Context: an optimization exercise on an open-source flow, tuned for small area and a short achievable clock period. The choices shown serve that exercise and are no tape-out recipe. Function was checked by simulation only, so behaviour that the tests miss may differ from the original.

--- flow/run.sh ---
#!/bin/bash
# synth_recipe.tcl (not shown) runs the flow's synth.tcl, then flattens the netlist and writes it again
# the make line also repeats each setting of config.mk as NAME=value (left out here)
make -C /OpenROAD-flow-scripts/flow DESIGN_CONFIG=/design/flow/config.mk WORK_HOME=/design/flow/orfs CLKGATE_MAP_FILE= SYNTH_SCRIPT=/design/flow/synth_recipe.tcl finish
--- flow/config.mk ---
export PLATFORM = sky130hd
export DESIGN_NAME = Filter_IIR
export DESIGN_NICKNAME = Filter_IIR
export VERILOG_FILES = /design/flow/design.v
export SDC_FILE = /design/flow/constraint.sdc
export NUM_CORES = 4
export LEC_CHECK = 0
export CAP_MARGIN = 20
export CORE_MARGIN = 2
export CORE_UTILIZATION = 40
export SLEW_MARGIN = 20
--- flow/constraint.sdc ---
create_clock -name core_clock -period 40.0 [get_ports {clk}]
set_input_delay 8.0000 -clock core_clock [delete_from_list [all_inputs] [get_ports {clk}]]
set_output_delay 8.0000 -clock core_clock [all_outputs]
set_load 0.01 [all_outputs]
--- flow/design.v ---
`timescale 1ns / 1ps
module IIR_filter1(out, in, CLK,reset
    );
parameter no_bits = 32;
input CLK;
input reset;
input signed [no_bits-1:0]  in;
output signed [no_bits-1:0] out;
reg signed [no_bits-1:0] out;
reg signed [no_bits-1:0] in_s, diff_1, diff_2, fb1, fb2, fw1, sum_1, sum_2, delay1, delay2; 
localparam signed [no_bits-1:0] b2 = -32'd2824;
localparam signed [no_bits-1:0] a2 = -32'd3528;
localparam signed [no_bits-1:0] a3 = 32'd1778;
localparam signed [no_bits-1:0] s = 32'd1022;
always @(posedge (CLK) or negedge (reset))
begin
if(~reset) begin
		delay1 <= 32'b0;
    end
    else begin
		delay1 <= diff_2;
    end
end
always @(posedge (CLK) or negedge (reset))
begin
if(~reset) begin
		delay2 <= 32'b0;
    end
    else begin
		delay2 <= delay1;
    end
end
always @(*) in_s <= (in * s)>>>11;
always @(*) diff_1 <= in_s - fb1;
always @(*) fb1 <= (a2 * delay1)>>>11;
always @(*) diff_2 <= diff_1 - fb2;
always @(*) fb2 <= (a3 * delay2)>>>11;
always @(*) sum_1 <= diff_2 + fw1;
always @(*) fw1 <= (b2 * delay1)>>>11;
always @(*) sum_2 <= sum_1 + delay2;
always @(*) out <= sum_2; 
endmodule
`timescale 1ns / 1ps
module IIR_filter2(out, in, CLK,reset
    );
parameter no_bits = 32;
input CLK;
input reset;
input signed [no_bits-1:0]  in;
output signed [no_bits-1:0] out;
reg signed [no_bits-1:0] out;
reg signed [no_bits-1:0] in_s, diff_1, diff_2, fb1, fb2, fw1, sum_1, sum_2, delay1, delay2; 
localparam signed [no_bits-1:0] b2 = 32'd292;
localparam signed [no_bits-1:0] a2 = -32'd3538;
localparam signed [no_bits-1:0] a3 = 32'd1568;
localparam signed [no_bits-1:0] s = 32'd854;
always @(posedge (CLK) or negedge (reset))
begin
if(~reset) begin
		delay1 <= 32'b0;
    end
    else begin
		delay1 <= diff_2;
    end
end
always @(posedge (CLK) or negedge (reset))
begin
if(~reset) begin
		delay2 <= 32'b0;
    end
    else begin
		delay2 <= delay1;
    end
end
always @(*) in_s <= (in * s)>>>11;
always @(*) diff_1 <= in_s - fb1;
always @(*) fb1 <= (a2 * delay1)>>>11;
always @(*) diff_2 <= diff_1 - fb2;
always @(*) fb2 <= (a3 * delay2)>>>11;
always @(*) sum_1 <= diff_2 + fw1;
always @(*) fw1 <= (b2 * delay1)>>>11;
always @(*) sum_2 <= sum_1 + delay2;
always @(*) out <= sum_2; 
endmodule
`timescale 1ns / 1ps
module IIR_filter3(out, in, CLK,reset
    );
parameter no_bits = 32;
input CLK;
input reset;
input signed [no_bits-1:0]  in;
output signed [no_bits-1:0] out;
reg signed [no_bits-1:0] out;
reg signed [no_bits-1:0] in_s, diff_1, diff_2, fb1, fb2, fw1, sum_1, sum_2, delay1, delay2; 
localparam signed [no_bits-1:0] b2 = -32'd3248;
localparam signed [no_bits-1:0] a2 = -32'd3558;
localparam signed [no_bits-1:0] a3 = 32'd1972;
localparam signed [no_bits-1:0] s = 32'd20;
always @(posedge (CLK) or negedge (reset))
begin
if(~reset) begin
		delay1 <= 32'b0;
    end
    else begin
		delay1 <= diff_2;
    end
end
always @(posedge (CLK) or negedge (reset))
begin
if(~reset) begin
		delay2 <= 32'b0;
    end
    else begin
		delay2 <= delay1;
    end
end
always @(*) in_s <= (in * s)>>>11;
always @(*) diff_1 <= in_s - fb1;
always @(*) fb1 <= (a2 * delay1)>>>11;
always @(*) diff_2 <= diff_1 - fb2;
always @(*) fb2 <= (a3 * delay2)>>>11;
always @(*) sum_1 <= diff_2 + fw1;
always @(*) fw1 <= (b2 * delay1)>>>11;
always @(*) sum_2 <= sum_1 + delay2;
always @(*) out <= sum_2; 
endmodule
`timescale 1ns / 1ps
module Filter_IIR
          (
           Output,          
           Input,
           clk,
           reset
          );
  wire signed [31:0] Output_1;
  wire signed [31:0] Output_2;
  wire signed [31:0] Output_3;
  input   clk;
  input   reset;
  input   [31:0] Input;   
  output signed [31:0] Output;   
IIR_filter1 F1(Output_1, Input, clk,reset);
IIR_filter2 F2(Output_2, Output_1, clk,reset);
IIR_filter3 F3(Output_3, Output_2, clk,reset);
  assign Output = Output_3;
endmodule  
==> flow_summary.toml <==
[detailed_routing]
drtAntennaViolNets = 0
viasPerCell = 4.771
vias = 38103
drc = 0
totalWireLength_mm = 119.9
dr.pass1.iters = 7
drt_iter0_markers = 1236
detail_route.wl_per_cell_um = 15.01

[clock_network]
cts_tree = "built"
insertion_delay_ps = 500
clock_path_buffers = 2
cts.clk_slew.worst_paths_ps = 70
clkSinkCount = 138
numCtsBuffers = 17
hold_buffers = 0
htreeDepth = 4
cts-root-buf = "clkbuf_16"

[final_layout]
regArea_um2 = 3453
drive_gt1_share_pct = 8.300
antennaDiodeCount = 0
synthToLayoutAreaGrowth_pct = 11.73
multi_input_area_um2 = 46580
final_core_util_pct = 45.14
layout.nets = 8377
fill_cells = 13119
fin_cells = 7987

[synthesis]
ys_seq_area_share_pct = 6.209
syn-cell-area_um2 = 55620
ys_ff_latch = 138
synth_edf_count = 0
synthArstFlopShare_pct = 100.0
yosys_most_used_dff = "dfrtp_1"
synth.distinct_cells = 67
syn_avg_cell_area_um2 = 9.645
yosysWarnings = 3
syn-instance-count = 5767

[die]
pin_count = 66
die_y_um = 376.9
start_util_pct = 40.40
fp.dieArea_um2 = 142100
placementRows = 136
fp.coreArea_um2 = 137700
dieWidth_um = 376.9

[place]
dp_hpwl_mm = 107.4
place_ws_ps = -253.7
io_buffers = 64
dpl.cell_count = 7948
gp_congestion = 0.8647

[setup_path]
crit_path_max_fanout = 4
required_ps = 32000
crit_slowest_cell = "fa_1"
reg2reg_depth = 98
crit_family = "adder cells"
criticalPathCategory = "in2out"
path_common_cell = "fa_1"
rrSetupSlack_ps = 18690
endpoint_kind = "primary output"
crit_arrival_ps = 30820
path_buf_inv = 18
reg2reg_from = "F1.delay2[6]"
cp_slowest_stage_delay_ps = 580
r2r_end = "F3.delay1[30]"
start_kind = "primary input"

[hold_path]
whs_path_depth = 0
hold_path_class = "reg2reg"
hold_start = "F3.delay1[20]"
whs_endpoint = "F3.delay2[20]"

[grt]
grt_pass1_wl_mm = 204.4
grt_overflow = 0
antenna_found_initial = 0
grt_usage_pct = 17.84
grt_max_degree = 64
grt_pass1_vias = 41174

[timing]
slew_headroom_pct = 33.79
min_period_ps = 38820
tightest_slew_ps = 993.2
slew_viol_final = 0
fmax_ghz = 0.02576
setup_violations = 0
period_share_pct = 97.05
setup_slack_ps = 1179
fin_skew_ps = 14.35
hold_violations = 0

[run]
drv_cap = 0

[outcome]
status = "no timing/DRC/antenna violations"
worst register-to-register path, delay by kind of cell (launching register included):
family	cells	cell delay (ps)
flip-flops	1	600
adder cells (fa/ha/maj)	24	9080
XOR/XNOR	8	1060
buffers and inverters	22	2290
AO/OA/AOI/OAI	28	5810
AND/OR/NAND/NOR	16	2320
layer usage:
layer / vias to the layer above / global-route usage, % / part of all wire (%)
li1: 18986 / - / -
met1: 18666 / 23.65 / 47
met2: 341 / 31.63 / 50
met3: 110 / 1.404 / 1.9
met4: 0 / 3.932 / 1.9
met5: - / 0 / 0
cell usage in the layout (no fill, tap or decap), types with 13 or more instances in the layout:
cell             count
a31oi_1             18
dfrtp_1            138
o21bai_1            29
a211oi_1            16
nand2_1            125
nand3_1             53
xnor2_1            290
o21ai_1             13
xnor2_2             16
or2_2               25
or3_1               35
a21o_1              89
xor2_1             121
a211o_1             13
and2_1              16
ha_1              1198
a31o_2              19
a21oi_1            176
inv_1             1617
fa_1               959
o21a_1              45
and3_1              26
nor2b_1             52
clkdlybuf4s50_1     49
nand4_1             14
nand2b_1            41
nor3_1              66
o21ai_0            125
clkbuf_16           17
nor2_1             224
a21oi_2             20
buf_4              337
registers in the layout (all words and copies together) (netlist names):
signal and count:
F1.delay2 23, F2.delay2 23, F3.delay1 23, F2.delay1 23, F3.delay2 23, F1.delay1 23
worst max-delay path by stage:
stage,endpoint,cells after the start,start
after global placement,Output[29],101,Input[3]
after detailed placement,Output[29],96,Input[3]
after global routing,Output[29],116,Input[5]
after floorplan,Output[25],96,Input[5]
final,Output[31],104,Input[5]
after CTS,Output[25],108,Input[5]
cells by family after synthesis:
family / share of synthesized area, %
AO/OA/AOI/OAI: 8.011
XOR/XNOR: 6.818
adder cells (fa/ha/maj): 61.60
buffers and inverters: 10.97
flip-flops: 6.209
multiplexers: 0.1867
other: 0.006742
AND/OR/NAND/NOR: 6.195
synth_stat cells, types with 4 or more instances:
cell type	number	area share [%]
or2_2	25	0.28
a21oi_1	194	1.7
nand4_1	14	0.16
a21boi_0	14	0.19
mux2i_1	7	0.13
and2_1	16	0.18
a211o_1	13	0.20
nand2b_1	41	0.46
dfrtp_1	138	6.2
o211ai_1	12	0.16
o21ai_0	138	1.2
and3_1	26	0.29
o2111ai_1	6	0.094
o21bai_1	30	0.40
a2111oi_0	5	0.079
xnor2_1	306	4.8
nor4_1	10	0.11
a211oi_1	17	0.23
a31oi_1	22	0.25
inv_1	1617	11
nand2_1	125	0.84
xor2_1	127	2.0
o31a_1	5	0.079
fa_1	959	35
a31o_2	19	0.30
clkbuf_1	8	0.054
nor2b_1	53	0.60
nor2_1	227	1.5
o31ai_1	13	0.18
o311a_1	5	0.090
a41o_1	8	0.14
nor3_1	70	0.63
ha_1	1204	27
o211a_1	4	0.072
nor3b_1	6	0.081
o21a_1	45	0.61
a21o_1	89	1.2
nand3_1	53	0.48
o21ai_1	6	0.054
or3_1	38	0.43
o41ai_1	5	0.079
stage by stage:
step | TNS (ps) | cell area (µm²) | hold slack [ps]
detailed placement | -1769 | 60960 | 587.5
global placement | -374.9 | 60960 | 579.6
global route | -355.0 | 62140 | 604.4
finish | 0 | 62140 | 593.0
floorplan | 0 | 55620 | 471.0
CTS | 0 | 61610 | 596.8
final cells by class:
cell class | instances | area share, %
inverters | 1617 | 9.767
clock buffers | 19 | 0.7127
multi-input cells | 4004 | 74.95
flip-flops and latches | 138 | 5.557
well taps | 1794 | 3.612
repair buffers | 402 | 5.130
clock inverters | 13 | 0.2698
what timing repair did:
action	CTS	global route
pin swaps	2	24
setup buffers	1	6
gates resized for setup	12	116
gates cloned	0	0
endpoints found under the setup margin	10	21

re-timing with driven ports:
No port has a modelled driver above. Below, the same layout with a new extraction and two added sets of constraints.
Step 1 sets driving cells, clkbuf_16 on the clock port and buf_2 on the other inputs (assumed; they add their load-dependent delay and slew).
Step 2 times the ports against the registers' clock, not the clock port: input delays grow and output delays shrink by t, the midpoint of the rising clock arrivals with the driver on.
Three values: no drivers, after step 1, after step 2; two values: the first two.
t (ns): 0.564
slack for setup (ns): 1.179 / 1.156 / 1.156
hold WS [ns]: 0.593 / 0.593 / 0.593
worst data-port slew with drivers (ns): 0.06
After both steps this run still meets setup and hold. For this run, drivers alone change the setup slack by -0.023 ns; drivers and shift together by -0.023 ns.
